This is an optimization exercise on Yosys and OpenROAD, whose aim is small area, not a production implementation.
At most, simulation tests tie the RTL to the original design; equivalence was not proved.
Function not checked in run 2: the RTL went through the layout flow alone.
In runs 6 to 8 the design's own scripts or RTL, not TritonCTS, make the clock network.
The clock input has no modelled driver; a real chip could not lean on it and would need a root buffer or a full tree.
No activity file was given, so power comes from the tool's default toggle rates.

==> config.mk <==
export PLATFORM = sky130hd
export DESIGN_NAME = frequence_divider
export DESIGN_NICKNAME = frequence_divider
export VERILOG_FILES = /design/flow/design.v
export SDC_FILE = /design/flow/constraint.sdc
export NUM_CORES = 4
export LEC_CHECK = 0
export CAP_MARGIN = 20
export CORE_MARGIN = 2
export CORE_UTILIZATION = 40
export CTS_BUF_LIST = sky130_fd_sc_hd__clkbuf_8
export SLEW_MARGIN = 20
==> constraint.sdc <==
create_clock -name core_clock -period 20.0 [get_ports {iClk}]
set_input_delay 4.0000 -clock core_clock [delete_from_list [all_inputs] [get_ports {iClk}]]
set_output_delay 4.0000 -clock core_clock [all_outputs]
set_load 0.01 [all_outputs]
==> design.v <==
module frequence_divider(input iClk, input rst, output reg oClk);
	integer count;
	parameter RATE =  50000000 ;
	always @(posedge iClk)
		begin 
			if(rst)
				begin
					count = 0;
					oClk = 0;
				end
			else
				begin
					if(count < RATE/2)
						oClk = 1;
					else
						oClk = 0;
					count = (count + 1) % RATE;
				end
		end 
endmodule 
==> run.sh <==
#!/bin/bash
# synth_recipe.tcl (not shown) runs the flow's synth.tcl, then flattens the netlist and writes it again
# the make line also repeats each setting of config.mk as NAME=value (left out here)
make -C /OpenROAD-flow-scripts/flow DESIGN_CONFIG=/design/flow/config.mk WORK_HOME=/design/flow/orfs CLKGATE_MAP_FILE= SYNTH_SCRIPT=/design/flow/synth_recipe.tcl finish
==> impl_metrics.csv, run 1 <==
group,metric,value,unit
outcome,status,"complete, no violations",
yosys,synthAdderAreaFrac,0.4123,%
yosys,yosysSeqAreaShare,7.775,%
clock_network,ctsResizeCount,0,
clock_network,clock_path_buffers,2,
yosys,synth_area,8497,sq um
sta,hold_viol_final,0,
worst_setup_path,worst-path-max-fanout,16,
worst_setup_path,critPathBufInv,1,
final_layout,layout.cells.non_filler,1430,
worst_setup_path,end_kind,"flip-flop",
yosys,synth_xor_area_share,16.23,%
grt,grt_overflow,0,
floorplanning,die_area,22420,sq um
clock_network,postCtsSetupBuffers,0,
worst_setup_path,ff2ff_setup_slack,6.94,ns
sta,finClkSkew,0.006846,ns
grt,grt_usage,25.60,%
worst_setup_path,critPathLaunchType,"flip-flop",
final_layout,areaGrowthSynthToFinish,2.813,%
route,finalWirelength,29.35,mm
worst_setup_path,required,20.21,ns
route,drc,0,
final_layout,num_antenna_cells,0,
floorplanning,dieHeight,149.7,um
yosys,syn_inst,1192,
yosys,ys_seq_elements,33,
worst_setup_path,slowest_delay,0.84,ns
floorplanning,core_area,20960,sq um
yosys,synth.area.mux_share,2.356,%
final_layout,layout.nets,1159,
power,cellPowerDensity,18.81,nW/um^2
sta,max_freq,76.59,MHz
yosys,synth_top_family_by_area,"compound AO/OA/AOI/OAI gates",
yosys,synth-compound-area-share,35.49,%
grt,grt_pass1_wl,46.70,mm
worst_setup_path,critPathKind,"reg2reg",
place,dp_cells,1422,
final_layout,final-seq-area,660.6,sq um
yosys,synthesis.nets,1196,
final_layout,fillCellCount,2264,
worst_setup_path,arrival,13.27,ns
clock_network,cts_sinks,33,
grt,first_global_vias,8699,
route,dr.pass1.iters,5,
route,wl_per_cell,20.53,um
clock_network,clk_latency,0.28,ns
yosys,async_flop_share,0,%
clock_network,numCtsBuffers,5,
floorplanning,die_w,149.7,um
yosys,synth_edf_count,0,
clock_network,clkTransAtPathRegs,0.07,ns
floorplanning,ios,3,
route,via_count,9494,
sta,slew_violations,0,
yosys,yosys.area_share.simple,33.79,%
route,via_per_inst,6.639,
yosys,avgSynthCellArea,7.128,sq um
grt,grt_max_degree,50,
sta,fin_setup_tns,0,ns
place,hpwl,23.41,mm
power,ir_drop,0.02529,mV
sta,rsz0062_at_grt,"false",
worst_setup_path,cp_common_cell,"a31oi_1",
clock_network,tritoncts,"yes",
yosys,synthFlopType,"dfxtp_1",
final_layout,multi_input_area,7516,sq um
yosys,yosysWarnings,1,
sta,worst-slew-pin-transition,0.9959,ns
route,drtIter0Drc,1018,
final_layout,drive_gt1_share,9.697,%
sta,setup_viol_count_final,0,
worst_setup_path,cp_slowest_cell,"o21ai_1",
flow_run,max-cap-violations,0,
yosys,ys_types,116,
floorplanning,core.rowCount,53,
floorplanning,start_util,40.55,%
place,io_buffers,2,
clock_network,cts_root_buf,"clkbuf_8",
sta,finalCritPeriodShare,65.29,%
route,ant_nets,0,
place,gp_congestion,0.9717,
grt,grt_antenna_before_repair,0,
clock_network,cts_max_level,2,
clock_network,hold_buffers,0,
min_path,hold_path.class,"reg2reg",
power,p_leak,2.946,nW
sta,max_slew_margin,33.16,%
sta,fin_crit,13.06,ns
worst_setup_path,cp_top_family,"compound AO/OA/AOI/OAI gates",
-- cells in the final DEF (no fill, tap or decap), drive strengths merged, types with 9 or more instances in the layout --
cell type	netlist	layout
a31oi	33	33
a211oi	27	27
mux2i	11	11
xor2	50	50
o31ai	15	15
a41oi	13	13
and2	26	26
and4	15	15
o21ai	70	70
a21oi	75	75
or3	12	12
o21a	13	13
inv	15	16
nand3	52	52
o22ai	10	10
nor2	122	122
xnor2	104	104
or4	11	11
nor3	60	60
nor4	22	22
dfxtp	33	33
nand4	29	29
a21o	13	13
a211o	12	12
and3	24	24
nand2	102	102
or2	18	18
o211a	9	9
o211ai	16	16
-- cell type report --
cell class / instances / area share, %
Timing Repair Buffer: 9 / 0.8307
Sequential cell: 33 / 7.562
Multi-Input combinational cell: 1091 / 86.04
Inverter: 15 / 0.6445
Clock inverter: 1 / 0.04297
Clock buffer: 6 / 0.9453
Tap cell: 275 / 3.939
-- cells by family (layout without fill, tap and decap cells) --
group           count (synthesis)  after routing
compound gates                393            393
simple gates                  522            522
fa+ha+maj                       3              3
xor+xnor                      154            154
buf+inv                        68             31
mux                            19             19
flops                          33             33
-- final timing paths --
path	start	to	cells past startpoint
worst max register to register	count[0]$_SDFF_PP0_	count[23]$_SDFF_PP0_	35
worst min register to register	count[0]$_SDFF_PP0_	count[0]$_SDFF_PP0_	1
worst min-delay path	count[0]$_SDFF_PP0_	count[0]$_SDFF_PP0_	1
worst max-delay path	count[0]$_SDFF_PP0_	count[23]$_SDFF_PP0_	35
-- through the flow --
stage	area, sq um	power [mW]	setup slack [ns]	hold slack [ns]	utilization (%)
floorplan	8497	0.1055	9.769	0.4986	-
global placement	8642	0.1141	7.280	0.5398	41.24
detailed placement	8642	0.1141	6.996	0.5558	41.24
CTS	8728	0.1647	6.912	0.5715	41.65
global route	8736	0.1723	6.012	0.6401	41.69
finish	8736	0.1643	6.943	0.5694	41.69
-- synth_stat cells, types with 14 or more instances --
library cell / count / area [sq um]
nor4_1: 15 / 93.84
a31oi_1: 29 / 181.4
o31ai_1: 14 / 105.1
xor2_1: 48 / 420.4
dfxtp_1: 33 / 660.6
nand2_1: 99 / 371.6
nor2_1: 122 / 457.9
o21ai_1: 16 / 80.08
inv_1: 15 / 56.30
nor3_1: 53 / 265.3
and3_1: 23 / 143.9
and2_1: 24 / 150.1
xnor2_1: 102 / 893.4
a211oi_1: 20 / 150.1
o211ai_1: 15 / 112.6
nand4_1: 24 / 150.1
clkbuf_1: 25 / 93.84
or2_2: 14 / 87.58
nand3_1: 51 / 255.2
o21ai_0: 49 / 245.2
a21oi_1: 70 / 350.3
and4_1: 15 / 131.4
-- report_power, final --
part / total [mW] / internal [mW] / switching [mW]
Sequential: 0.0708 / 0.0672 / 0.00368
Clock: 0.0502 / 0.0268 / 0.0235
Combinational: 0.0433 / 0.0148 / 0.0284
Total: 0.164 / 0.109 / 0.0556
-- sequential cells by signal (all words and copies together) (netlist names) --
signal,flops
count,32
oClk,1
-- worst reg2reg max path, delay by kind of cell (launching register included) --
family | cells | cell delay (ns)
compound gates | 17 | 5.38
simple gates | 13 | 5.12
xor+xnor | 3 | 1.32
flops | 1 | 0.50
fa+ha+maj | 1 | 0.38
buf+inv | 1 | 0.28
-- metal layers --
| metal | wire length (um) | GRT usage (%) | vias to the layer above |
|---|---|---|---|
| met1 | 13230 | 35.45 | 4500 |
| li1 | - | - | 4506 |
| met2 | 13350 | 42.27 | 417 |
| met5 | 0 | 0 | - |
| met4 | 928 | 7.972 | 0 |
| met3 | 1840 | 1.982 | 71 |
==> run 2: changes to the inputs <==
==> design.v (replaced) <==
module frequence_divider(input iClk, input rst, output reg oClk);
	localparam [24:0] T = 25'h170b9c5;
	reg  [24:0] s;
	wire [24:0] d;
	wire rstn, x, tcn, oclk_x;
	fd_inv   u_rstn (.a(rst), .y(rstn));
	fd_nor2  u_d1 (.a(rst), .b(s[0]), .y(d[1]));
	fd_nand2 u_d2 (.a(rstn), .b(s[1]), .y(d[2]));
	fd_nor2  u_d3 (.a(rst), .b(s[2]), .y(d[3]));
	fd_nor2  u_d4 (.a(rst), .b(s[3]), .y(d[4]));
	fd_nor2  u_d5 (.a(rst), .b(s[4]), .y(d[5]));
	fd_nand2 u_d6 (.a(rstn), .b(s[5]), .y(d[6]));
	fd_nand2 u_d7 (.a(rstn), .b(s[6]), .y(d[7]));
	fd_nand2 u_d8 (.a(rstn), .b(s[7]), .y(d[8]));
	fd_nor2  u_d9 (.a(rst), .b(s[8]), .y(d[9]));
	fd_nor2  u_d10 (.a(rst), .b(s[9]), .y(d[10]));
	fd_nand2 u_d11 (.a(rstn), .b(s[10]), .y(d[11]));
	fd_nand2 u_d12 (.a(rstn), .b(s[11]), .y(d[12]));
	fd_nand2 u_d13 (.a(rstn), .b(s[12]), .y(d[13]));
	fd_nor2  u_d14 (.a(rst), .b(s[13]), .y(d[14]));
	fd_nand2 u_d15 (.a(rstn), .b(s[14]), .y(d[15]));
	fd_nor2  u_d16 (.a(rst), .b(s[15]), .y(d[16]));
	fd_nor2  u_d17 (.a(rst), .b(s[16]), .y(d[17]));
	fd_nor2  u_d18 (.a(rst), .b(s[17]), .y(d[18]));
	fd_nor2  u_d19 (.a(rst), .b(s[18]), .y(d[19]));
	fd_nand2 u_d20 (.a(rstn), .b(s[19]), .y(d[20]));
	fd_nand2 u_d21 (.a(rstn), .b(s[20]), .y(d[21]));
	fd_nand2 u_d22 (.a(rstn), .b(s[21]), .y(d[22]));
	fd_nor2  u_d23 (.a(rst), .b(s[22]), .y(d[23]));
	fd_nand2 u_d24 (.a(rstn), .b(s[23]), .y(d[24]));
	fd_xnor2 u_fb (.a(s[24]), .b(s[6]), .y(x));
	fd_nand3 u_d0 (.a(rstn), .b(tcn), .c(x), .y(d[0]));
	wire [5:0] m;
	fd_nand4 u_m0 (.a(s[0]), .b(d[2]), .c(s[2]), .d(d[4]), .y(m[0]));
	fd_nand4 u_m1 (.a(d[5]), .b(d[6]), .c(s[6]), .d(s[7]), .y(m[1]));
	fd_nand4 u_m2 (.a(s[8]), .b(d[11]), .c(s[11]), .d(s[12]), .y(m[2]));
	fd_nand4 u_m3 (.a(s[13]), .b(d[15]), .c(d[17]), .d(d[18]), .y(m[3]));
	fd_nand4 u_m4 (.a(d[20]), .b(s[20]), .c(s[21]), .d(s[22]), .y(m[4]));
	fd_nand2 u_m5 (.a(d[24]), .b(s[24]), .y(m[5]));
	wire g0, g1;
	fd_nor4  u_g0 (.a(m[0]), .b(m[1]), .c(m[2]), .d(m[3]), .y(g0));
	fd_nor2  u_g1 (.a(m[4]), .b(m[5]), .y(g1));
	fd_nand2 u_tc (.a(g0), .b(g1), .y(tcn));
	wire oclk_d;
	fd_xor2  u_ox (.a(oClk), .b(tcn), .y(oclk_x));
	fd_nor2  u_od (.a(rst), .b(oclk_x), .y(oclk_d));
	always @(posedge iClk) begin
		s    <= d;
		oClk <= oclk_d;
	end
endmodule
module fd_inv(input a, output y);
	assign y = ~a;
endmodule
module fd_nand2(input a, b, output y);
	assign y = ~(a & b);
endmodule
module fd_nor2(input a, b, output y);
	assign y = ~(a | b);
endmodule
module fd_nand3(input a, b, c, output y);
	assign y = ~(a & b & c);
endmodule
module fd_nor3(input a, b, c, output y);
	assign y = ~(a | b | c);
endmodule
module fd_nand4(input a, b, c, d, output y);
	assign y = ~(a & b & c & d);
endmodule
module fd_nor4(input a, b, c, d, output y);
	assign y = ~(a | b | c | d);
endmodule
module fd_xor2(input a, b, output y);
	assign y = a ^ b;
endmodule
module fd_xnor2(input a, b, output y);
	assign y = ~(a ^ b);
endmodule
--- a/config.mk
+++ b/config.mk
@@ -12 +12,2 @@
 export SLEW_MARGIN = 20
+export SYNTH_HIERARCHICAL = 1
==> impl_metrics.csv, run 2 <==
group,metric,value,unit
worst_setup_path,r2r_end,"oClk$_DFF_P_",
outcome,status,"complete, no violations",
place,place_ws,13.86,ns
grt,grt_antenna_before_repair,0,
min_path,hold_path.class,"reg2reg",
yosys,synth_area,695.7,sq um
power,ir_drop,0.07283,mV
yosys,ys_types,9,
worst_setup_path,rr_worst_depth,6,
route,dr.pass1.iters,2,
worst_setup_path,end_kind,"flip-flop",
worst_setup_path,required,20.14,ns
flow_run,max-cap-violations,0,
min_path,min_to,"s[22]$_DFF_P_",
worst_setup_path,worst-path-max-fanout,14,
sta,fin_crit,5.812,ns
floorplanning,ios,3,
final_layout,largest_reg_flops,25,
power,p_leak,0.3250,nW
yosys,synth_area_leader_cell,"dfxtp_1",
clock_network,cts_sinks,26,
yosys,yosysSeqAreaShare,74.82,%
route,drc,0,
final_layout,layout.nets,73,
yosys,synth_top_area_share,74.82,%
final_layout,areaGrowthSynthToFinish,11.87,%
floorplanning,die_area,2089,sq um
final_layout,final-seq-area,520.5,sq um
route,finalWirelength,939,um
clock_network,ctsResizeCount,0,
sta,worst-slew-pin-transition,0.4806,ns
floorplanning,dieHeight,45.71,um
final_layout,fillCellCount,159,
route,ant_nets,0,
route,drtIter0Drc,7,
worst_setup_path,worstReg2RegStart,"s[4]$_DFF_P_",
grt,grt_overflow,0,
worst_setup_path,critPathKind,"in2reg",
clock_network,clock_path_buffers,2,
yosys,avgSynthCellArea,10.87,sq um
min_path,min-delay-start,"s[21]$_DFF_P_",
clock_network,tritoncts,"yes",
route,wl_per_cell,10.92,um
yosys,synthFlopType,"dfxtp_1",
final_layout,num_antenna_cells,0,
yosys,syn_inst,64,
yosys,ys_seq_elements,26,
worst_setup_path,ff2ff_setup_slack,18.70,ns
grt,first_global_vias,318,
route,via_per_inst,4.477,
grt,grt_usage,10.82,%
sta,finClkSkew,0.003206,ns
sta,finalCritPeriodShare,29.06,%
sta,max_freq,172.1,MHz
final_layout,multi_input_area,171.4,sq um
clock_network,numCtsBuffers,3,
worst_setup_path,critPathLaunchType,"input port",
yosys,synth_area_leaders,"dfxtp_1, nand2_1, nor2_1, nand4_1, nor4_2",
floorplanning,core_area,1689,sq um
yosys,synth_edf_count,0,
sta,setup_ws,14.19,ns
place,io_buffers,2,
grt,grt_pass1_wl,1.449,mm
floorplanning,start_util,41.19,%
min_path,whs_path_depth,1,
sta,setup_viol_count_final,0,
place,gp_congestion,0.7011,
place,hpwl,649.7,um
yosys,async_flop_share,0,%
power,cellPowerDensity,110.6,nW/um^2
worst_setup_path,arrival,5.95,ns
sta,hold_viol_final,0,
sta,slew_violations,0,
floorplanning,core.rowCount,15,
final_layout,drive_gt1_share,5.797,%
final_layout,mostFrequentLayoutCell,"dfxtp_1",
clock_network,clkTransAtPathRegs,0.08,ns
sta,rsz0062_at_grt,"false",
clock_network,clk_latency,0.26,ns
sta,fin_setup_tns,0,ns
floorplanning,die_w,45.71,um
sta,max_slew_margin,67.86,%
clock_network,hold_buffers,0,
final_layout,most-common-layout-cells,"dfxtp_1, nor2_1, nand2_1",
yosys,synthesis.nets,66,
yosys,synth.most_common_cell,"dfxtp_1",
grt,grt_max_degree,15,
clock_network,postCtsSetupBuffers,0,
route,via_count,385,
clock_network,cts_max_level,1,
yosys,synthTopCellsByCount,"dfxtp_1, nand2_1, nor2_1, nand4_1",
yosys,yosysWarnings,7,
clock_network,cts_root_buf,"clkbuf_8",
==> run 2: cell types whose count changed after synthesis, sizes merged, moves of 49 or more <==
cell   delta
xor2     -49
nand3    -51
nor3     -60
xnor2   -103
nand2    -88
o21ai    -70
a21oi    -75
nor2    -108
==> run 2: how the worst max path moves through the flow <==
stage,start,end,slack (ns)
finish,rst,oClk$_DFF_P_,14.19
global route,rst,oClk$_DFF_P_,13.98
CTS,rst,oClk$_DFF_P_,14.14
detailed placement,rst,oClk$_DFF_P_,13.86
global placement,rst,oClk$_DFF_P_,13.87
floorplan,rst,oClk$_DFF_P_,15.03
==> run 2: worst max-delay path, stage by stage <==
cell and delay [ns]:
clkdlybuf4s50_1 0.77, inv_1 0.31, nand2_1 0.16, nand4_1 0.10, nor4_2 0.27, nand2_1 0.11, xor2_1 0.16, nor2_1 0.06
==> run 2: cells by family after synthesis <==
group                     after synthesis  share of synthesized area (%)
xor gates and xnor gates                2                          2.518
buffers and inverters                   1                         0.5391
and+or+nand+nor                        35                          22.12
DFF                                    26                          74.82
==> run 2: Yosys stat by module (local to each module, per instance) <==
| module | copies in the design | cells inside | cell area [sq um] |
|---|---|---|---|
| frequence_divider | 1 | 26 | 520.5 |
| fd_nor4 | 1 | 1 | 12.51 |
| fd_xnor2 | 1 | 1 | 8.758 |
| fd_xor2 | 1 | 1 | 8.758 |
| fd_nand4 | 5 | 1 | 6.256 |
| fd_nand3 | 1 | 1 | 5.005 |
| fd_inv | 1 | 1 | 3.754 |
| fd_nand2 | 14 | 1 | 3.754 |
| fd_nor2 | 14 | 1 | 3.754 |
==> run 2: per-layer routing <==
metal | wire length [um] | part of all wire (%) | up-vias | GRT usage (%)
met4 | 12 | 1.3 | 0 | 5.143
met2 | 344 | 37 | 4 | 11.55
li1 | - | - | 217 | -
met3 | 42 | 4.5 | 2 | 7.143
met1 | 540 | 58 | 162 | 15.88
met5 | 0 | 0 | - | 0
==> run 2: area by class of cell <==
class                      instances  area share (%)
inverter                           1          0.4823
clock buffer                       3           5.305
tap                               17           2.733
sequential                        26           66.88
timing repair buffer               2           2.572
multi-input combinational         37           22.03
==> run 2: report_power, final <==
group	internal, mW	switching [mW]
combinational	0.00119	0.00200
clock	0.0134	0.0138
sequential	0.0545	0.00110
==> run 2: per-stage QoR <==
step           cells  total power, mW  utilization, %  hold WS [ns]  area [sq um]
3_5_place_dp      83          0.06014           43.63        0.3653         737.0
2_1_floorplan     64          0.05872               -        0.3578         695.7
5_1_grt           86          0.08965           46.07        0.3911         778.2
4_1_cts           86          0.08737           46.07        0.3832         778.2
6_report          86          0.08610           46.07        0.3814         778.2
3_3_place_gp      83          0.06008           43.63        0.3587         737.0
==> run 3: changes to the inputs <==
--- a/design.v
+++ b/design.v
@@ -37,8 +37,9 @@
 	fd_nand4 u_m3 (.a(s[13]), .b(d[15]), .c(d[17]), .d(d[18]), .y(m[3]));
-	fd_nand4 u_m4 (.a(d[20]), .b(s[20]), .c(s[21]), .d(s[22]), .y(m[4]));
-	fd_nand2 u_m5 (.a(d[24]), .b(s[24]), .y(m[5]));
-	wire g0, g1;
-	fd_nor4  u_g0 (.a(m[0]), .b(m[1]), .c(m[2]), .d(m[3]), .y(g0));
-	fd_nor2  u_g1 (.a(m[4]), .b(m[5]), .y(g1));
-	fd_nand2 u_tc (.a(g0), .b(g1), .y(tcn));
+	fd_nand3 u_m4 (.a(d[20]), .b(s[20]), .c(s[21]), .y(m[4]));
+	fd_nand3 u_m5 (.a(s[22]), .b(d[24]), .c(s[24]), .y(m[5]));
+	wire g0, g1, g2;
+	fd_nor2  u_g0 (.a(m[0]), .b(m[1]), .y(g0));
+	fd_nor2  u_g1 (.a(m[2]), .b(m[3]), .y(g1));
+	fd_nor2  u_g2 (.a(m[4]), .b(m[5]), .y(g2));
+	fd_nand3 u_tc (.a(g0), .b(g1), .c(g2), .y(tcn));
 	wire oclk_d;
==> flow/run.sh (new file) <==
#!/bin/bash
# Standard layout, with the port buffers made of buf_1 cells.
export BUFFER_PORTS_ARGS="-buffer_cell sky130_fd_sc_hd__buf_1"
bash standard.sh > standard.log 2>&1
==> standard.sh (new file) <==
#!/bin/bash
# synth_recipe.tcl (not shown) runs the flow's synth.tcl, then flattens the netlist and writes it again
# the make line also repeats each setting of config.mk as NAME=value (left out here)
make -C /OpenROAD-flow-scripts/flow DESIGN_CONFIG=/design/flow/config.mk WORK_HOME=/design/flow/orfs CLKGATE_MAP_FILE= SYNTH_SCRIPT=/design/flow/synth_recipe.tcl "${@:-finish}"
removed: run.sh
==> impl_metrics.csv, run 3 <==
group,metric,value,unit
outcome,status,"complete, no violations",
yosys,synth_area_leader_cell,"dfxtp_1",
worst_setup_path,critPathKind,"in2reg",
floorplanning,start_util,41.42,%
yosys,synthFlopType,"dfxtp_1",
yosys,synth_top_area_share,75.23,%
clock_network,cts_root_buf,"clkbuf_8",
yosys,synthesis.nets,67,
yosys,synth_area_leaders,"dfxtp_1, nor2_1, nand2_1, nand4_1, nand3_1",
power,p_int,69.09,uW
clock_network,numCtsBuffers,3,
place,hpwl,612,um
power,p_leak,0.3200,nW
grt,first_global_vias,339,
final_layout,largest_reg_flops,25,
clock_network,postCtsSetupBuffers,0,
sta,slew_violations,0,
final_layout,layout.nets,74,
place,gp_congestion,0.6242,
sta,fin_setup_tns,0,ns
power,power.net_switching,17.09,uW
yosys,ys_seq_elements,26,
flow_run,max-cap-violations,0,
floorplanning,die_w,45.59,um
yosys,async_flop_share,0,%
route,dr.pass1.iters,4,
route,drc,0,
clock_network,clk_latency,0.26,ns
route,via_per_inst,4.793,
clock_network,cts_max_level,1,
power,cellPowerDensity,113.1,nW/um^2
route,drtIter0Drc,8,
final_layout,mostFrequentLayoutCell,"dfxtp_1",
worst_setup_path,end_kind,"flip-flop",
final_layout,multi_input_area,167.7,sq um
sta,setup_viol_count_final,0,
min_path,whs_path_depth,1,
clock_network,cts_sinks,26,
sta,worst-slew-pin-transition,0.5571,ns
power,p_clk_share,31.9,%
yosys,syn_inst,65,
worst_setup_path,r2r_end,"oClk$_DFF_P_",
yosys,avgSynthCellArea,10.64,sq um
sta,fin_crit,5.372,ns
worst_setup_path,rr_worst_depth,6,
power,seq_power_share,64.6,%
min_path,min-delay-start,"s[11]$_DFF_P_",
min_path,min_to,"s[12]$_DFF_P_",
grt,grt_overflow,0,
yosys,synth.most_common_cell,"dfxtp_1",
route,wl_per_cell,11.22,um
worst_setup_path,arrival,5.51,ns
route,finalWirelength,976,um
final_layout,num_antenna_cells,0,
sta,hold_viol_final,0,
yosys,synth_area,691.9,sq um
route,ant_nets,0,
sta,max_slew_margin,62.86,%
clock_network,hold_buffers,0,
power,ir_drop,0.06489,mV
floorplanning,ios,3,
worst_setup_path,worstReg2RegStart,"s[17]$_DFF_P_",
sta,rsz0062_at_grt,"false",
grt,grt_max_degree,15,
worst_setup_path,required,20.14,ns
floorplanning,dieHeight,45.59,um
route,via_count,417,
sta,max_freq,186.2,MHz
floorplanning,core_area,1670,sq um
yosys,yosysSeqAreaShare,75.23,%
grt,grt_pass1_wl,1.573,mm
place,io_buffers,2,
min_path,hold_path.class,"reg2reg",
yosys,yosysWarnings,7,
grt,grt_antenna_before_repair,0,
worst_setup_path,ff2ff_setup_slack,18.81,ns
final_layout,most-common-layout-cells,"dfxtp_1, nor2_1, nand2_1",
floorplanning,die_area,2078,sq um
worst_setup_path,worst-path-max-fanout,14,
power,p_sw_share,19.83,%
sta,finalCritPeriodShare,26.86,%
clock_network,ctsResizeCount,0,
clock_network,clkTransAtPathRegs,0.08,ns
final_layout,drive_gt1_share,4.286,%
yosys,ys_types,8,
power,total_power,86.17,uW
sta,finClkSkew,0.002213,ns
grt,grt_usage,11.82,%
final_layout,final-seq-area,520.5,sq um
floorplanning,core.rowCount,15,
clock_network,clock_path_buffers,2,
worst_setup_path,critPathLaunchType,"input port",
yosys,synth_edf_count,0,
power,pwr-share-comb,3.5,%
final_layout,areaGrowthSynthToFinish,10.13,%
yosys,synthTopCellsByCount,"dfxtp_1, nor2_1, nand2_1, nand3_1, nand4_1",
clock_network,tritoncts,"yes",
final_layout,fillCellCount,154,
final_layout,finish.utilization,45.62,%
[run 3: cell count changes after synthesis]
cell / delta
nand3_1: +3
nand2_1: -2
nor2_1: +2
nand4_1: -1
nor4_2: -1
[run 3: logic make-up (layout without fill, tap and decap cells)]
kind of cell | after synthesis | after routing | synth area share (%)
simple gates | 36 | 36 | 21.70
flops | 26 | 26 | 75.23
xor+xnor | 2 | 2 | 2.532
buf+inv | 1 | 6 | 0.5420
[run 3: per-stage QoR]
step | hold slack [ns] | std cells | instance area (sq um) | worst slack [ns]
final | 0.3831 | 87 | 762.0 | 14.63
after global routing | 0.3898 | 87 | 762.0 | 14.33
after CTS | 0.3831 | 87 | 762.0 | 14.62
after detailed placement | 0.3659 | 84 | 720.7 | 14.34
after global placement | 0.3615 | 84 | 720.7 | 14.33
after floorplan | 0.3578 | 65 | 691.9 | 15.19
[run 3: per-layer routing]
layer / global-route usage (%) / wire, um / vias to the layer above
met5: 0 / 0 / -
met4: 8.824 / 21 / 0
met3: 7.143 / 54 / 2
met2: 12.68 / 393 / 9
met1: 16.33 / 507 / 185
li1: - / - / 221
[run 3: how the worst max path moves through the flow]
stage,start,endpoint,slack (ns)
global placement,rst,oClk$_DFF_P_,14.33
finish,rst,oClk$_DFF_P_,14.63
CTS,rst,oClk$_DFF_P_,14.62
detailed placement,rst,oClk$_DFF_P_,14.34
floorplan,rst,oClk$_DFF_P_,15.19
global route,rst,oClk$_DFF_P_,14.33
[run 3: final cells by class]
cell class	count	area share, %
flip-flops and latches	26	68.31
repair buffers	2	0.9852
inverters	1	0.4926
clock buffers	3	5.419
well taps	17	2.791
multi-input cells	38	22.00
[run 3: power by group through the flow]
stage                     sequential (mW)  combinational, mW  clock [mW]
after floorplan                    0.0566            0.00212           0
after global placement             0.0568            0.00298           0
after detailed placement           0.0568            0.00306           0
after CTS                          0.0556            0.00308      0.0288
after global routing               0.0558            0.00362      0.0302
final                              0.0556            0.00304      0.0275
[run 3: worst max-delay path: stages]
cell     delay (ns)
buf_1          0.42
inv_1          0.34
nand2_1        0.18
nand4_1        0.09
nor2_1         0.11
nand3_1        0.11
xor2_1         0.18
nor2_1         0.06
[run 3: per-module statistics from Yosys, one instance, submodules excluded]
module | copies in the design | cells inside | flops+latches
fd_nor2 | 16 | 1 | 0
fd_inv | 1 | 1 | 0
fd_nand4 | 4 | 1 | 0
fd_xnor2 | 1 | 1 | 0
frequence_divider | 1 | 26 | 26
fd_nand2 | 12 | 1 | 0
fd_nand3 | 4 | 1 | 0
fd_xor2 | 1 | 1 | 0
==> run 4: changes to the inputs <==
==> flow/run.sh (replaced) <==
#!/bin/bash
# The standard layout with two changes:
#  - the port buffers are buf_1 cells (BUFFER_PORTS_ARGS);
#  - the clock tree is a single clock buffer placed at the centre of the
#    registers (flow/one_clkbuf.tcl, sourced before CTS).
# Each tool's output goes to standard.log in this folder.
set -euo pipefail
export BUFFER_PORTS_ARGS="-buffer_cell sky130_fd_sc_hd__buf_1"
export PRE_CTS_TCL="$PWD/flow/one_clkbuf.tcl"
export ONE_CLKBUF_CELL="${ONE_CLKBUF_CELL:-sky130_fd_sc_hd__clkbuf_8}"
bash standard.sh > standard.log 2>&1
==> flow/one_clkbuf.tcl (new file) <==
# Sourced by ORFS's cts.tcl before it builds the clock tree. It replaces
# clock_tree_synthesis with a tree of one clock buffer: the clock port drives
# the buffer, the buffer drives every register's clock pin. The buffer sits at
# the centre of the registers; cts.tcl's detailed placement legalises it.
rename clock_tree_synthesis orfs_clock_tree_synthesis
proc clock_tree_synthesis { args } {
  set block [ord::get_db_block]
  set db [ord::get_db]
  set master [$db findMaster $::env(ONE_CLKBUF_CELL)]
  set clk_port [get_ports [get_property [lindex [all_clocks] 0] sources]]
  set clk_net [$block findNet [get_name $clk_port]]
  set sinks [$clk_net getITerms]
  set sx 0
  set sy 0
  foreach it $sinks {
    set bb [[$it getInst] getBBox]
    set sx [expr { $sx + ([$bb xMin] + [$bb xMax]) / 2 }]
    set sy [expr { $sy + ([$bb yMin] + [$bb yMax]) / 2 }]
  }
  set n [llength $sinks]
  set inst [odb::dbInst_create $block $master clkbuf_0_iClk]
  set net [odb::dbNet_create $block clknet_0_iClk]
  $net setSigType CLOCK
  foreach it $sinks {
    $it disconnect
    $it connect $net
  }
  [$inst findITerm A] connect $clk_net
  [$inst findITerm X] connect $net
  $inst setLocation [expr { $sx / $n }] [expr { $sy / $n }]
  $inst setPlacementStatus PLACED
  global_connect
  puts "one_clkbuf: [$master getName] drives $n clock pins"
  set_propagated_clock [all_clocks]
}
==> impl_metrics.csv, run 4 <==
group,metric,value,unit
floorplanning,ios,3,
yosys,synthFlopType,"dfxtp_1",
yosys,synthTopCellsByCount,"dfxtp_1, nor2_1, nand2_1, nand3_1, nand4_1",
place,io_buffers,2,
place,gp_congestion,0.6242,
place,place_ws,14.34,ns
yosys,synth_edf_count,0,
yosys,ys_seq_elements,26,
outcome,lastStage,"clock tree synthesis (4_1_cts)",
yosys,synth.most_common_cell,"dfxtp_1",
yosys,synthesis.nets,67,
floorplanning,start_util,41.42,%
yosys,synth_top_area_share,75.23,%
place,hpwl,612,um
outcome,status,"aborted with a tool error",
yosys,synth_area,691.9,sq um
outcome,error,"[ERROR STA-0333] object '_c2c61133227f0000_p_Pin' is not a port.",
floorplanning,dieHeight,45.59,um
yosys,async_flop_share,0,%
yosys,syn_inst,65,
yosys,avgSynthCellArea,10.64,sq um
yosys,synth_area_leader_cell,"dfxtp_1",
yosys,synth_area_leaders,"dfxtp_1, nor2_1, nand2_1, nand4_1, nand3_1",
yosys,ys_types,8,
yosys,yosysSeqAreaShare,75.23,%
floorplanning,core.rowCount,15,
yosys,yosysWarnings,7,
floorplanning,die_w,45.59,um
==> run 4: cell families after synthesis <==
group	after synthesis	synth area share, %
DFF	26	75.23
and+or+nand+nor	36	21.70
buffers and inverters	1	0.5420
xor gates and xnor gates	2	2.532
==> run 4: worst min-delay path by stage <==
stage / start / to / slack, ns / cells past startpoint
after detailed placement: s[11]$_DFF_P_ / s[12]$_DFF_P_ / 0.37 / 1
after global placement: s[11]$_DFF_P_ / s[12]$_DFF_P_ / 0.36 / 1
after floorplan: s[11]$_DFF_P_ / s[12]$_DFF_P_ / 0.36 / 1
==> run 4: power groups by stage <==
stage	Clock, mW	Combinational (mW)	Sequential, mW
after global placement	0	0.00298	0.0568
after floorplan	0	0.00212	0.0566
after detailed placement	0	0.00306	0.0568
==> run 4: per-module statistics from Yosys, one instance, submodules excluded <==
| module | flops+latches | cells |
|---|---|---|
| fd_xor2 | 0 | 1 |
| fd_inv | 0 | 1 |
| frequence_divider | 26 | 26 |
| fd_nand3 | 0 | 1 |
| fd_nor2 | 0 | 1 |
| fd_nand2 | 0 | 1 |
| fd_nand4 | 0 | 1 |
| fd_xnor2 | 0 | 1 |
==> run 4: metrics by stage <==
stage	util [%]	std cells	hold WS, ns	power, mW	cell area [sq um]
3_3_place_gp	43.15	84	0.3615	0.05980	720.7
3_5_place_dp	43.15	84	0.3659	0.05987	720.7
2_1_floorplan	-	65	0.3578	0.05870	691.9
==> run 5: changes to the inputs <==
--- a/flow/one_clkbuf.tcl
+++ b/flow/one_clkbuf.tcl
@@ -9,4 +9,4 @@
   set master [$db findMaster $::env(ONE_CLKBUF_CELL)]
-  set clk_port [get_ports [get_property [lindex [all_clocks] 0] sources]]
-  set clk_net [$block findNet [get_name $clk_port]]
+  set clk_src [lindex [get_property [lindex [all_clocks] 0] sources] 0]
+  set clk_net [$block findNet [get_full_name $clk_src]]
   set sinks [$clk_net getITerms]
--- a/config.mk
+++ b/config.mk
@@ -9,4 +9,5 @@
 export CORE_MARGIN = 2
-export CORE_UTILIZATION = 40
+export CORE_UTILIZATION = 85
 export CTS_BUF_LIST = sky130_fd_sc_hd__clkbuf_8
+export PLACE_DENSITY = 0.95
 export SLEW_MARGIN = 20
==> impl_metrics.csv, run 5 <==
group,metric,value,unit
yosys,synthesis.nets,67,
floorplanning,start_util,90.66,%
outcome,status,"aborted with a tool error",
yosys,synth_area_leader_cell,"dfxtp_1",
floorplanning,core.rowCount,10,
floorplanning,die_w,32.53,um
yosys,yosysWarnings,7,
yosys,synthFlopType,"dfxtp_1",
floorplanning,dieHeight,32.53,um
yosys,synth.most_common_cell,"dfxtp_1",
yosys,ys_types,8,
yosys,ys_seq_elements,26,
yosys,synthTopCellsByCount,"dfxtp_1, nor2_1, nand2_1, nand3_1, nand4_1",
yosys,synth_top_area_share,75.23,%
yosys,synth_area_leaders,"dfxtp_1, nor2_1, nand2_1, nand4_1, nand3_1",
yosys,synth_area,691.9,sq um
yosys,async_flop_share,0,%
yosys,avgSynthCellArea,10.64,sq um
outcome,lastStage,"power grid generation (2_4_floorplan_pdn)",
yosys,syn_inst,65,
yosys,synth_edf_count,0,
yosys,yosysSeqAreaShare,75.23,%
outcome,error,"[ERROR PDN-0185] Insufficient width (28.06 um) to add straps on layer met4 in grid \"grid\" with total strap width 15.2 um and offset 13.6 um.",
## run 5: cell counts after synthesis
No cell type changed its count.
## run 5: kinds of logic after synthesis
group | Yosys count | share of synthesized area (%)
xor+xnor | 2 | 2.532
simple gates | 36 | 21.70
flops | 26 | 75.23
buf+inv | 1 | 0.5420
## run 5: per-module statistics from Yosys (local to each module, per instance), a selection
module / flip-flops and latches / cell area [sq um]
fd_nor2: 0 / 3.754
fd_xnor2: 0 / 8.758
fd_nand3: 0 / 5.005
fd_nand4: 0 / 6.256
fd_xor2: 0 / 8.758
fd_nand2: 0 / 3.754
==> run 6: changes to the inputs <==
==> flow/run.sh (replaced) <==
#!/bin/bash
# The standard layout with two changes:
#  - the port buffers are buf_1 cells (BUFFER_PORTS_ARGS);
#  - the clock tree is a one-level tree of clock buffers, each at the centre of its
#    the registers it drives (flow/one_clkbuf.tcl, sourced before CTS).
# Each tool's output goes to standard.log in this folder.
set -euo pipefail
export BUFFER_PORTS_ARGS="-buffer_cell sky130_fd_sc_hd__buf_1"
export PRE_CTS_TCL="$PWD/flow/one_clkbuf.tcl"
export CLKBUF_GROUPS="${CLKBUF_GROUPS:-sky130_fd_sc_hd__clkbuf_2 5 sky130_fd_sc_hd__clkbuf_8 21}"
bash standard.sh > standard.log 2>&1
==> flow/one_clkbuf.tcl (replaced) <==
# Sourced by ORFS's cts.tcl before it builds the clock tree. It replaces
# clock_tree_synthesis with a one-level tree: the clock port drives a few
# clock buffers, each driving a group of register clock pins directly.
# CLKBUF_GROUPS lists "cell count" pairs; the last group takes the remaining
# registers. Registers are grouped by x position (left to right) and each
# buffer sits at the centre of its group; cts.tcl's detailed placement
# legalises the buffers.
rename clock_tree_synthesis orfs_clock_tree_synthesis
proc clock_tree_synthesis { args } {
  set block [ord::get_db_block]
  set db [ord::get_db]
  set clk_src [lindex [get_property [lindex [all_clocks] 0] sources] 0]
  set clk_net [$block findNet [get_full_name $clk_src]]
  set sinks {}
  foreach it [$clk_net getITerms] {
    set bb [[$it getInst] getBBox]
    lappend sinks [list [expr { ([$bb xMin] + [$bb xMax]) / 2 }] \
      [expr { ([$bb yMin] + [$bb yMax]) / 2 }] $it]
  }
  set sinks [lsort -integer -index 0 $sinks]
  set groups $::env(CLKBUF_GROUPS)
  set ngroups [expr { [llength $groups] / 2 }]
  set start 0
  for { set g 0 } { $g < $ngroups } { incr g } {
    set cell [lindex $groups [expr { 2 * $g }]]
    set count [lindex $groups [expr { 2 * $g + 1 }]]
    if { $g == $ngroups - 1 } {
      set members [lrange $sinks $start end]
    } else {
      set members [lrange $sinks $start [expr { $start + $count - 1 }]]
    }
    incr start [llength $members]
    set inst [odb::dbInst_create $block [$db findMaster $cell] clkbuf_${g}_iClk]
    set net [odb::dbNet_create $block clknet_${g}_iClk]
    $net setSigType CLOCK
    set sx 0
    set sy 0
    foreach m $members {
      set it [lindex $m 2]
      $it disconnect
      $it connect $net
      set sx [expr { $sx + [lindex $m 0] }]
      set sy [expr { $sy + [lindex $m 1] }]
    }
    set n [llength $members]
    [$inst findITerm A] connect $clk_net
    [$inst findITerm X] connect $net
    $inst setLocation [expr { $sx / $n }] [expr { $sy / $n }]
    $inst setPlacementStatus PLACED
    puts "one_clkbuf: $cell drives $n clock pins"
  }
  global_connect
  set_propagated_clock [all_clocks]
}
--- a/config.mk
+++ b/config.mk
@@ -8,6 +8,6 @@
 export CAP_MARGIN = 20
-export CORE_MARGIN = 2
-export CORE_UTILIZATION = 85
+export CORE_AREA = 2 2 64 64
 export CTS_BUF_LIST = sky130_fd_sc_hd__clkbuf_8
-export PLACE_DENSITY = 0.95
+export DIE_AREA = 0 0 66 66
+export PLACE_DENSITY = 0.9
 export SLEW_MARGIN = 20
==> impl_metrics.csv, run 6 <==
group,metric,value,unit
clock_network,ctsResizeCount,0,
worst_setup_path,cp_common_cell,"nor2_1",
sta,finalCritPeriodShare,27.14,%
final_layout,drive_gt1_share,2.899,%
place,gp_congestion,0.7233,
yosys,avgSynthCellArea,10.64,sq um
yosys,synth_area,691.9,sq um
worst_setup_path,worst-path-max-fanout,14,
sta,hold_viol_final,0,
yosys,synth_edf_count,0,
sta,worst-slew-pin-transition,0.5629,ns
floorplanning,die_w,66,um
worst_setup_path,critPathKind,"in2reg",
outcome,status,"complete, no violations",
route,drtIter0Drc,17,
worst_setup_path,rr_worst_depth,6,
yosys,ys_seq_elements,26,
sta,fin_setup_tns,0,ns
floorplanning,die_area,4356,sq um
place,io_buffers,2,
worst_setup_path,critPathLaunchType,"input port",
grt,grt_max_degree,22,
power,total_power,76.85,uW
worst_setup_path,cp_cell_sequence,"buf_1 -> inv_1 -> nand2_1 -> nand4_1 -> nor2_1 -> nand3_1 -> xor2_1 -> nor2_1",
yosys,ys_types,8,
clock_network,hold_buffers,0,
clock_network,postCtsSetupBuffers,0,
final_layout,num_antenna_cells,0,
sta,finClkSkew,0.05422,ns
grt,grt_antenna_before_repair,0,
grt,grt_usage,4.585,%
grt,grt_overflow,0,
route,ant_nets,0,
min_path,whs_path_depth,1,
grt,first_global_vias,391,
final_layout,largest_reg_flops,25,
final_layout,areaGrowthSynthToFinish,12.48,%
place,hpwl,657.3,um
clock_network,clkTransAtPathRegs,0.12,ns
yosys,synth_top_area_share,75.23,%
yosys,yosysWarnings,7,
worst_setup_path,arrival,5.48,ns
route,dr.pass1.iters,4,
route,wl_per_cell,8.197,um
clock_network,clk_latency,0.17,ns
yosys,synthFlopType,"dfxtp_1",
grt,grtUsageMet2,8.207,%
flow_run,max-cap-violations,0,
worst_setup_path,slowest_delay,0.42,ns
final_layout,layout.cells.non_filler,117,
final_layout,multi_input_area,167.7,sq um
final_layout,layout.nets,73,
worst_setup_path,cp_slowest_cell,"buf_1",
yosys,synth_area_leaders,"dfxtp_1, nor2_1, nand2_1, nand4_1, nand3_1",
final_layout,final-seq-area,520.5,sq um
floorplanning,start_util,18.76,%
sta,slew_violations,0,
yosys,syn_inst,65,
yosys,synth.most_common_cell,"dfxtp_1",
yosys,synthTopCellsByCount,"dfxtp_1, nor2_1, nand2_1, nand3_1, nand4_1",
floorplanning,dieHeight,66,um
sta,max_slew_margin,62.47,%
route,finalWirelength,959,um
grt,grt_pass1_wl,1.649,mm
route,via_per_inst,3.573,
route,drc,0,
power,p_leak,0.3098,nW
worst_setup_path,required,20.05,ns
worst_setup_path,end_kind,"flip-flop",
yosys,synthesis.nets,67,
power,ir_drop,0.03886,mV
sta,max_freq,184.3,MHz
floorplanning,core.rowCount,22,
sta,setup_viol_count_final,0,
final_layout,fillCellCount,410,
yosys,yosysSeqAreaShare,75.23,%
sta,fin_crit,5.427,ns
grt,busiest_layer,"met2",
yosys,async_flop_share,0,%
yosys,synth_area_leader_cell,"dfxtp_1",
floorplanning,ios,3,
min_path,hold_path.class,"reg2reg",
grt,use_met3,0.5111,%
power,cellPowerDensity,98.74,nW/um^2
grt,grt_util_met1,6.112,%
place,dp_cells,115,
sta,rsz0062_at_grt,"false",
final_layout,most-common-layout-cells,"dfxtp_1, nor2_1, nand2_1",
final_layout,mostFrequentLayoutCell,"dfxtp_1",
route,via_count,418,
floorplanning,core_area,3689,sq um
## run 6: critical path, delay by kind of cell
family	cells	cell delay (ns)
and+or+nand+nor	5	0.56
xor gates and xnor gates	1	0.16
buffers and inverters	2	0.76
## run 6: area by class of cell
| cell class | count | share of cell area [%] |
|---|---|---|
| Multi-Input combinational cell | 38 | 21.54 |
| Tap cell | 48 | 7.717 |
| Sequential cell | 26 | 66.88 |
| Buffer | 2 | 2.412 |
| Inverter | 1 | 0.4823 |
| Timing Repair Buffer | 2 | 0.9646 |
## run 6: where the power goes
group / switching, mW / internal [mW]
registers: 0.00119 / 0.0546
logic: 0.00193 / 0.00109
clock network: 0.0120 / 0.00610
total: 0.0151 / 0.0618
## run 6: cells by family (layout without fill, tap and decap cells)
logic type | after synthesis | after routing | synth area share [%]
buf+inv | 1 | 5 | 0.5420
flops | 26 | 26 | 75.23
simple gates | 36 | 36 | 21.70
xor+xnor | 2 | 2 | 2.532
## run 6: Yosys stat by module, one instance, submodules excluded
module,cell area (sq um),times used
frequence_divider,520.5,1
fd_xnor2,8.758,1
fd_xor2,8.758,1
fd_nand4,6.256,4
fd_nand3,5.005,4
fd_inv,3.754,1
fd_nand2,3.754,12
fd_nor2,3.754,16
## run 6: routing by layer
| layer | share of wire, % | vias up | routed length (um) |
|---|---|---|---|
| li1 | - | 217 | - |
| met1 | 48 | 191 | 462 |
| met2 | 48 | 10 | 456 |
| met3 | 4.2 | 0 | 40 |
| met4 | 0 | 0 | 0 |
| met5 | 0 | - | 0 |
## run 6: worst paths after layout
kind	startpoint	to	slack, ns
setup / recovery	rst	oClk$_DFF_P_	14.57
setup reg to reg	s[17]$_DFF_P_	oClk$_DFF_P_	18.87
hold reg to reg	s[7]$_DFF_P_	s[8]$_DFF_P_	0.34
hold / removal	s[7]$_DFF_P_	s[8]$_DFF_P_	0.34
## run 6: stage by stage
step | instance area [sq um] | setup WS [ns] | util [%] | hold WS, ns
floorplan | 691.9 | 15.19 | - | 0.3578
global placement | 759.5 | 14.38 | 20.59 | 0.3645
detailed placement | 759.5 | 14.36 | 20.59 | 0.3682
CTS | 778.2 | 14.55 | 21.10 | 0.3508
global route | 778.2 | 14.27 | 21.10 | 0.3644
finish | 778.2 | 14.57 | 21.10 | 0.3364
==> run 7: changes to the inputs <==
--- a/flow/run.sh
+++ b/flow/run.sh
@@ -9,3 +9,3 @@
 export PRE_CTS_TCL="$PWD/flow/one_clkbuf.tcl"
-export CLKBUF_GROUPS="${CLKBUF_GROUPS:-sky130_fd_sc_hd__clkbuf_2 5 sky130_fd_sc_hd__clkbuf_8 21}"
+export CLKBUF_GROUPS="${CLKBUF_GROUPS:-sky130_fd_sc_hd__clkbuf_1 3 sky130_fd_sc_hd__clkbuf_8 23}"
 bash standard.sh > standard.log 2>&1
==> impl_metrics.csv, run 7 <==
group,metric,value,unit
outcome,status,"complete, no violations",
power,p_leak,0.3068,nW
sta,rsz0062_at_grt,"false",
yosys,avgSynthCellArea,10.64,sq um
route,met1_length,463,um
route,ant_nets,0,
final_layout,layout.cells.non_filler,117,
worst_setup_path,arrival,5.48,ns
floorplanning,core.rowCount,22,
place,hpwl,657.3,um
sta,fin_setup_tns,0,ns
final_layout,drive_gt1_share,1.449,%
sta,worst-slew-pin-transition,0.5650,ns
route,dr.pass1.iters,2,
grt,first_global_vias,386,
final_layout,fillCellCount,407,
worst_setup_path,cp_common_cell,"nor2_1",
route,wl_per_cell,7.863,um
worst_setup_path,critPathKind,"in2reg",
grt,grt_antenna_before_repair,0,
yosys,synth.most_common_cell,"dfxtp_1",
route,via_per_inst,3.564,
clock_network,hold_buffers,0,
floorplanning,die_area,4356,sq um
worst_setup_path,critPathLaunchType,"input port",
floorplanning,start_util,18.76,%
final_layout,areaGrowthSynthToFinish,12.30,%
place,io_buffers,2,
grt,grt_overflow,0,
route,via_count,417,
sta,max_freq,184.6,MHz
floorplanning,core_area,3689,sq um
clock_network,ctsResizeCount,0,
worst_setup_path,critPathBufInv,2,
floorplanning,ios,3,
yosys,synthTopCellsByCount,"dfxtp_1, nor2_1, nand2_1, nand3_1, nand4_1",
power,ir_drop,0.04822,mV
final_layout,largest_reg_flops,25,
floorplanning,dieHeight,66,um
yosys,yosysWarnings,7,
yosys,synth_area_leaders,"dfxtp_1, nor2_1, nand2_1, nand4_1, nand3_1",
worst_setup_path,cp_top_family,"buffers and inverters",
yosys,synth_edf_count,0,
yosys,syn_inst,65,
final_layout,mostFrequentLayoutCell,"dfxtp_1",
final_layout,most-common-layout-cells,"dfxtp_1, nor2_1, nand2_1",
yosys,async_flop_share,0,%
route,drtIter0Drc,26,
clock_network,clkTransAtPathRegs,0.12,ns
power,cellPowerDensity,97.91,nW/um^2
route,finalWirelength,920,um
clock_network,postCtsSetupBuffers,0,
worst_setup_path,slowest_delay,0.43,ns
grt,grt_pass1_wl,1.600,mm
clock_network,clk_latency,0.17,ns
grt,grt_max_degree,24,
yosys,synth_top_area_share,75.23,%
grt,grt_usage,4.404,%
flow_run,max-cap-violations,0,
sta,finClkSkew,0.07347,ns
worst_setup_path,required,20.06,ns
worst_setup_path,cp_cell_sequence,"buf_1 -> inv_1 -> nand2_1 -> nand4_1 -> nor2_1 -> nand3_1 -> xor2_1 -> nor2_1",
yosys,yosysSeqAreaShare,75.23,%
final_layout,num_antenna_cells,0,
place,dp_cells,115,
route,top_layer_used,"met4",
sta,fin_crit,5.416,ns
route,met3_length,24,um
floorplanning,die_w,66,um
route,drc,0,
worst_setup_path,cp_slowest_cell,"buf_1",
yosys,synthesis.nets,67,
min_path,hold_path.class,"reg2reg",
sta,slew_violations,0,
yosys,synth_area,691.9,sq um
route,wl_met2,416,um
yosys,ys_seq_elements,26,
final_layout,layout.nets,73,
sta,finalCritPeriodShare,27.08,%
worst_setup_path,worst-path-max-fanout,14,
worst_setup_path,end_kind,"flip-flop",
place,gp_congestion,0.7233,
yosys,synthFlopType,"dfxtp_1",
sta,hold_viol_final,0,
sta,setup_viol_count_final,0,
yosys,ys_types,8,
sta,max_slew_margin,62.33,%
yosys,synth_area_leader_cell,"dfxtp_1",
run 7: worst paths after layout:
check                     from            to  slack [ns]  cells after the start
setup reg to reg  s[4]$_DFF_P_  oClk$_DFF_P_       18.86                      6
setup / recovery           rst  oClk$_DFF_P_       14.58                      8
hold / removal    s[7]$_DFF_P_  s[8]$_DFF_P_        0.31                      1
hold reg to reg   s[7]$_DFF_P_  s[8]$_DFF_P_        0.31                      1
run 7: Yosys stat by module, one instance, submodules excluded:
module | flip-flops and latches | copies in the design | area (sq um) | cells inside
fd_inv | 0 | 1 | 3.754 | 1
fd_nand2 | 0 | 12 | 3.754 | 1
fd_nand3 | 0 | 4 | 5.005 | 1
fd_nand4 | 0 | 4 | 6.256 | 1
fd_nor2 | 0 | 16 | 3.754 | 1
fd_xnor2 | 0 | 1 | 8.758 | 1
fd_xor2 | 0 | 1 | 8.758 | 1
frequence_divider | 26 | 1 | 520.5 | 26
run 7: metal layers:
| layer | vias up | GRT usage [%] |
|---|---|---|
| met5 | - | 0 |
| met4 | 0 | 0.5102 |
| met3 | 2 | 0.5111 |
| met2 | 3 | 7.449 |
| met1 | 197 | 6.211 |
| li1 | 215 | - |
run 7: final cells by class:
cell class	instances	area (sq um)	share of cell area [%]
sequential	26	520.5	66.99
multi-input combinational	38	167.7	21.58
tap	48	60.06	7.729
buffer	2	17.52	2.254
timing repair buffer	2	7.507	0.9662
inverter	1	3.754	0.4831
run 7: worst reg2reg max path, stage by stage, from the launching register on:
cell and delay (ns):
dfxtp_1 0.32, nor2_1 0.14, nand4_1 0.11, nor2_1 0.12
nand3_1 0.11, xor2_1 0.17, nor2_1 0.06
run 7: metrics by stage:
stage               power, mW  cell area (sq um)  hold WS, ns  utilization [%]  setup WS [ns]
finish                0.07607              777.0       0.3107            21.07          14.58
global route          0.07891              777.0       0.3385            21.07          14.28
CTS                   0.07647              777.0       0.3239            21.07          14.56
detailed placement    0.05996              759.5       0.3682            20.59          14.36
global placement      0.05968              759.5       0.3645            20.59          14.38
floorplan             0.05870              691.9       0.3578                -          15.19
run 7: cells by family after synthesis:
group	synth area share [%]
XOR/XNOR	2.532
buffers and inverters	0.5420
AND/OR/NAND/NOR	21.70
flip-flops	75.23
run 7: power breakdown:
group	switching [mW]	internal [mW]	leakage [nW]	total, mW
Clock	0.0118	0.00558	0.00837	0.0173
Sequential	0.00115	0.0546	0.216	0.0557
Combinational	0.00190	0.00109	0.0824	0.00300
Total	0.0148	0.0613	0.307	0.0761
==> run 8: changes to the inputs <==
--- a/flow/run.sh
+++ b/flow/run.sh
@@ -3,4 +3,4 @@
 #  - the port buffers are buf_1 cells (BUFFER_PORTS_ARGS);
-#  - the clock tree is a one-level tree of clock buffers, each at the centre of its
-#    the registers it drives (flow/one_clkbuf.tcl, sourced before CTS).
+#  - the clock tree is one level of clock buffers, each at the centre of the
+#    registers it drives (flow/one_clkbuf.tcl, sourced before CTS).
 # Each tool's output goes to standard.log in this folder.
==> impl_metrics.csv, run 8 <==
group,metric,value,unit
yosys,yosysSeqAreaShare,75.23,%
yosys,synth_area_leaders,"dfxtp_1, nor2_1, nand2_1, nand4_1, nand3_1",
worst_setup_path,required,20.06,ns
route,dr.pass1.iters,2,
final_layout,areaGrowthSynthToFinish,12.30,%
route,drtIter0Drc,26,
yosys,synth_area,691.9,sq um
sta,slew_violations,0,
yosys,synth_edf_count,0,
clock_network,clk_latency,0.17,ns
grt,grt_max_degree,24,
clock_network,hold_buffers,0,
place,place_ws,14.36,ns
worst_setup_path,critPathBufInv,2,
worst_setup_path,rr_worst_depth,6,
place,io_buffers,2,
yosys,ys_seq_elements,26,
route,via_per_inst,3.564,
place,postPlaceCellArea,759.5,sq um
final_layout,mostFrequentLayoutCell,"dfxtp_1",
worst_setup_path,critPathLaunchType,"input port",
worst_setup_path,slowest_delay,0.43,ns
sta,setup_viol_count_final,0,
worst_setup_path,cp_cell_sequence,"buf_1 -> inv_1 -> nand2_1 -> nand4_1 -> nor2_1 -> nand3_1 -> xor2_1 -> nor2_1",
sta,max_slew_margin,62.33,%
final_layout,most-common-layout-cells,"dfxtp_1, nor2_1, nand2_1",
sta,hold_viol_final,0,
floorplanning,core.rowCount,22,
final_layout,largest_reg_flops,25,
sta,worst-slew-pin-transition,0.5650,ns
yosys,synth_top_area_share,75.23,%
worst_setup_path,worstReg2RegStart,"s[4]$_DFF_P_",
clock_network,postCtsSetupBuffers,0,
worst_setup_path,ff2ff_setup_slack,18.86,ns
floorplanning,dieHeight,66,um
clock_network,ctsResizeCount,0,
floorplanning,core_area,3689,sq um
power,total_power,76.07,uW
sta,fin_crit,5.416,ns
grt,grt_pass1_wl,1.600,mm
flow_run,max-cap-violations,0,
final_layout,drive_gt1_share,1.449,%
route,ant_nets,0,
sta,finClkSkew,0.07347,ns
floorplanning,die_w,66,um
place,dp_cells,115,
yosys,synth.most_common_cell,"dfxtp_1",
place,gp_congestion,0.7233,
sta,fin_setup_tns,0,ns
sta,max_freq,184.6,MHz
yosys,avgSynthCellArea,10.64,sq um
sta,setup_ws,14.58,ns
floorplanning,ios,3,
route,drc,0,
worst_setup_path,r2r_end,"oClk$_DFF_P_",
grt,grt_antenna_before_repair,0,
yosys,synthFlopType,"dfxtp_1",
worst_setup_path,startpoint,"rst",
outcome,status,"complete, no violations",
final_layout,layout.nets,73,
final_layout,num_antenna_cells,0,
yosys,synth_area_leader_cell,"dfxtp_1",
final_layout,finalInstanceArea,777.0,sq um
power,cellPowerDensity,97.91,nW/um^2
final_layout,layout.cells.non_filler,117,
worst_setup_path,cp_common_cell,"nor2_1",
yosys,syn_inst,65,
yosys,ys_types,8,
grt,grt_overflow,0,
clock_network,clkTransAtPathRegs,0.12,ns
grt,first_global_vias,386,
worst_setup_path,cp_top_family,"buffers and inverters",
route,wl_per_cell,7.863,um
worst_setup_path,worst-path-max-fanout,14,
grt,grt_usage,4.404,%
place,hpwl,657.3,um
min_path,hold_path.class,"reg2reg",
floorplanning,start_util,18.76,%
sta,finalCritPeriodShare,27.08,%
route,via_count,417,
worst_setup_path,critPathKind,"in2reg",
route,finalWirelength,920,um
yosys,synthesis.nets,67,
yosys,yosysWarnings,7,
sta,rsz0062_at_grt,"false",
worst_setup_path,cp_slowest_cell,"buf_1",
final_layout,fillCellCount,407,
worst_setup_path,arrival,5.48,ns
yosys,async_flop_share,0,%
power,p_leak,0.3068,nW
yosys,synthTopCellsByCount,"dfxtp_1, nor2_1, nand2_1, nand3_1, nand4_1",
worst_setup_path,crit_end,"oClk$_DFF_P_",
worst_setup_path,end_kind,"flip-flop",
power,ir_drop,0.04822,mV
worst_setup_path,cp.depth,8,
floorplanning,die_area,4356,sq um
## run 8: cell counts in the layout (fill, tap and decap cells not counted)
No cell type changed its count.
## run 8: through the flow
step	hold slack (ns)	util, %
after CTS	0.3239	21.07
after global placement	0.3645	20.59
after floorplan	0.3578	-
final	0.3107	21.07
after global routing	0.3385	21.07
after detailed placement	0.3682	20.59
## run 8: area by class of cell
cell class              count  area, sq um  area share [%]
flip-flops and latches     26        520.5           66.99
multi-input cells          38        167.7           21.58
well taps                  48        60.06           7.729
plain buffers               2        17.52           2.254
repair buffers              2        7.507          0.9662
inverters                   1        3.754          0.4831
## run 8: worst register-to-register path, delay by kind of cell (launching register included)
family / cells / cell delay, ns
xor gates and xnor gates: 1 / 0.17
and+or+nand+nor: 5 / 0.54
DFF: 1 / 0.32
## run 8: cell families (layout without fill, tap and decap cells)
logic type | Yosys count | after routing | share of synthesized area [%]
and+or+nand+nor | 36 | 36 | 21.70
DFF | 26 | 26 | 75.23
xor gates and xnor gates | 2 | 2 | 2.532
buffers and inverters | 1 | 5 | 0.5420
## run 8: layer usage
| layer | part of all wire [%] | up-vias | global-route usage, % |
|---|---|---|---|
| met1 | 50 | 197 | 6.211 |
| met3 | 2.6 | 2 | 0.5111 |
| met2 | 45 | 3 | 7.449 |
| li1 | - | 215 | - |
| met4 | 1.6 | 0 | 0.5102 |
| met5 | 0 | - | 0 |
## run 8: Yosys stat by module, one instance, submodules excluded, excerpt
module | flops+latches | cells inside | cell area [sq um] | copies in the design
fd_inv | 0 | 1 | 3.754 | 1
fd_xnor2 | 0 | 1 | 8.758 | 1
fd_nand2 | 0 | 1 | 3.754 | 12
fd_nand4 | 0 | 1 | 6.256 | 4
fd_nor2 | 0 | 1 | 3.754 | 16
frequence_divider | 26 | 26 | 520.5 | 1
## run 8: report_power, final
group          switching [mW]  internal [mW]
clock                  0.0118        0.00558
combinational         0.00190        0.00109
sequential            0.00115         0.0546
total                  0.0148         0.0613
## run 8: how the worst min path moves through the flow
stage                  start            end  slack (ns)  depth (start not counted)
2_1_floorplan  s[11]$_DFF_P_  s[12]$_DFF_P_        0.36                          1
3_3_place_gp   s[12]$_DFF_P_  s[13]$_DFF_P_        0.36                          1
3_5_place_dp   s[21]$_DFF_P_  s[22]$_DFF_P_        0.37                          1
4_1_cts         s[7]$_DFF_P_   s[8]$_DFF_P_        0.32                          1
5_1_grt         s[7]$_DFF_P_   s[8]$_DFF_P_        0.34                          1
6_report        s[7]$_DFF_P_   s[8]$_DFF_P_        0.31                          1

-- re-timing with driven ports --
In the flow no input, the clock included, has a driving cell. The finished layouts below were timed again as built, in two steps.
Step 1, drivers: a clkbuf_16 drives iClk and a buf_2 each remaining input, both assumed.
Step 2 moves the port delays by t, midway between the first and last clock arrival at a register: inputs arrive t later, outputs are due t later. That takes back most of the time a late clock gives input paths.
a / b / c = ideal ports / drivers / drivers and shift; a / b = the first two.
| run | t (ns) | slack for setup (ns) | clock arrival spread, ns |
|---|---|---|---|
| run 1 | 0.304 | 6.943 / 6.943 / 6.943 | 0.007 / 0.006 |
| run 2 | 0.280 | 14.188 / 14.188 / 13.908 | 0.003 / 0.003 |
| run 3 | 0.282 | 14.628 / 14.629 / 14.346 | 0.003 / 0.003 |
| run 6 | 0.167 | 14.573 / 14.576 / 14.409 | 0.055 / 0.054 |
| run 7 | 0.164 | 14.584 / 14.588 / 14.424 | 0.074 / 0.074 |
| run 8 | 0.164 | 14.584 / 14.588 / 14.424 | 0.074 / 0.074 |
After both steps setup and hold are still met in every run listed. The setup slack of run 3, which loses most, moves by +0.001 ns with the drivers and by -0.282 ns with both steps.
